Source: an optimization exercise on an open RTL-to-GDS flow (aim: small area, a short achievable clock period and few clock cycles per item). Production flows keep margins and buffers that such runs may drop.
Only simulation tests tie the RTL to the original design; equivalence was not proved.
The clock port is modelled as an ideal driver; clocking choices that lean on that would not hold on a real chip.

==> flow/design.v (excerpt) <==
module idct8x8 (
    input  wire clk,
    input  wire rst,
    input  wire in_we,
    input  wire [5:0] in_addr,
    input  wire signed [15:0] in_data,
    input  wire start,
    output reg  done,
    input  wire [5:0] out_addr,
    output wire [7:0] out_data
);
    localparam WW = 19;                
    reg [64*WW-1:0] w;                 
    reg rowph, colph;
    reg [3:0] cnt;
    wire idle = ~rowph & ~colph;
    wire dov  = rowph | (start & idle);
    wire doh  = colph;
    reg s_row, s_odd;
    always @(posedge clk or posedge rst) begin
        if (rst) begin
            s_row <= 1'b1; s_odd <= 1'b0;
        end else begin
            s_row  <= ~(colph | (dov & cnt == 4'd8)) | (colph & cnt == 4'd8);
            s_odd  <= (dov & cnt == 4'd8) | (colph & cnt <= 4'd2);
        end
    end
    reg [159:0] v;
    integer i;
    always @(*) begin
        for (i = 0; i < 8; i = i + 1)
            v[i*20 +: 20] = s_row ? {{4{w[((i+4)%8)*WW+15]}}, w[((i+4)%8)*WW +: 16]}
                          : s_odd ? {w[(i*8)*WW +: WW], 1'b0}
                          : {w[(i*8)*WW+WW-1], w[(i*8)*WW +: WW]};
    end
    reg [87:0] g;
    reg [83:0] d;
    function [22:0] addbk;
        input [22:0] a, b;
        input ci;
        reg [22:0] p, g, p0;
        integer ii, jj;
        begin
            p = a ^ b; g = a & b; p0 = p;
            g[0] = g[0] | (p[0] & ci);
            for (ii = 1; ii <= 5; ii = ii + 1)
                for (jj = 2**ii - 1; jj < 23; jj = jj + 2**ii) begin
                    g[jj] = g[jj] | p[jj] & g[jj - 2**(ii-1)];
                    p[jj] = p[jj] & p[jj - 2**(ii-1)];
                end
            for (ii = 5; ii > 0; ii = ii - 1)
                for (jj = 2**ii + 2**(ii-1) - 1; jj < 23; jj = jj + 2**ii) begin
  ...
Size: about 41 I/O pins, ~80000 sq um of cells after synthesis.
clock: 10.0 ns
lec_check: 0
cap_margin: 20
core_margin: 2
core_utilization: 45
cts_buf_list: sky130_fd_sc_hd__clkbuf_8
cts_cluster_diameter: 60
cts_cluster_size: 16
setup_slack_margin: 4.0
slew_margin: 20
synth_hierarchical: 1
run.sh (not shown) runs the stock make flow with config.mk's settings and CLKGATE_MAP_FILE= SYNTH_SCRIPT=/design/flow/synth_recipe.tcl, a recipe that flattens the netlist after the stock synthesis.
Testbench counts at the start, summed over its fixed seeds: cycles 18,688, blocks 128.
==> next run, changes <==
Settings changed: MIN_ROUTING_LAYER set to met2.
=>
- The changed run aborted during global routing
- synthesized cell count is unchanged
- area after synthesis stays the same


Starting RTL as in the previous note.
==> flow/design.v (excerpt) <==
module idct8x8 (
    input  wire clk,
    input  wire rst,
    input  wire in_we,
    input  wire [5:0] in_addr,
    input  wire signed [15:0] in_data,
    input  wire start,
    output reg  done,
    input  wire [5:0] out_addr,
    output wire [7:0] out_data
);
export LEC_CHECK = 0
export CAP_MARGIN = 20
export CORE_MARGIN = 2
export CORE_UTILIZATION = 45
export CTS_BUF_LIST = sky130_fd_sc_hd__clkbuf_8
export CTS_CLUSTER_DIAMETER = 60
export CTS_CLUSTER_SIZE = 16
export SETUP_SLACK_MARGIN = 4.2
export SLEW_MARGIN = 20
export SYNTH_HIERARCHICAL = 1
create_clock -name core_clock -period 10.0 [get_ports {clk}]
standard.sh (not shown) runs the stock make flow with config.mk's settings and CLKGATE_MAP_FILE= SYNTH_SCRIPT=/design/flow/synth_recipe.tcl, a recipe that flattens the netlist after the stock synthesis.
==> flow/flow/run.sh <==
#!/bin/bash
# The standard layout, with an extra gate-sizing pass after clock tree synthesis:
# flow/size.tcl upsizes cells on near-critical paths (their footprint may change)
# and legalizes the placement; the standard flow then routes and finishes.
set -eo pipefail
R="$PWD/orfs/results/sky130hd/idct8x8/base"
bash standard.sh cts 2>&1 | tee flow_make_cts.log
ODB_IN="$R/4_cts.odb" ODB_OUT="$R/4_cts_sized.odb" SDC="$R/4_cts.sdc" \
  SIZE_WINDOW=0.15 SIZE_PASSES=4 SIZE_PATHS=60 \
  openroad -no_init -exit flow/size.tcl 2>&1 | tee flow_size.log
cp "$R/4_cts_sized.odb" "$R/4_cts.odb"
touch "$R/4_cts.odb" "$R/4_cts.sdc"
bash standard.sh finish 2>&1 | tee flow_make_finish.log
Other scripts of this flow, unchanged in this note and not shown: flow/flow/size.tcl
Testbench counts at the start, summed over its fixed seeds: cycles 18,688, blocks 128.
Change:
- SETUP_SLACK_MARGIN: 4.2 -> 4.0
Non-clock buffer count went down by 50; global-route usage went up by 0.70 points; wire length went up by 1.1%; final cell count stays flat; die area does not change; worst setup slack is worse by 0.12 ns.

## re-timing with driven ports
Ports are ideal in the flow. The routed layouts listed here were re-timed in OpenROAD. Step 1 sets driving cells, clkbuf_16 on the clock port and buf_2 on the other inputs (assumed; they add their load-dependent delay and slew). Step 2 moves the port delays by t, midway between the first and last clock arrival at a register: inputs arrive t later, outputs are due t later. That takes back most of the time a late clock gives input paths. Slacks: ideal ports / drivers / drivers and shift; pairs: ideal ports / drivers.
| run | t (ns) | setup WS [ns] | worst register clock-pin slew, ns | cell pins on the clock port's net |
|---|---|---|---|---|
| the first run of note 1 | 1.091 | 3.859 / 3.642 / 2.952 | 0.12 / 0.12 | 1 |
| the first run of note 2 | 1.091 | 3.998 / 3.781 / 3.641 | 0.11 / 0.11 | 1 |
| the second run of note 2 | 1.092 | 3.876 / 3.796 / 2.847 | 0.12 / 0.12 | 1 |
After both steps every run listed still meets setup and hold. For the second run of note 2, which loses most, drivers alone change the setup slack by -0.080 ns; drivers and shift together by -1.029 ns.
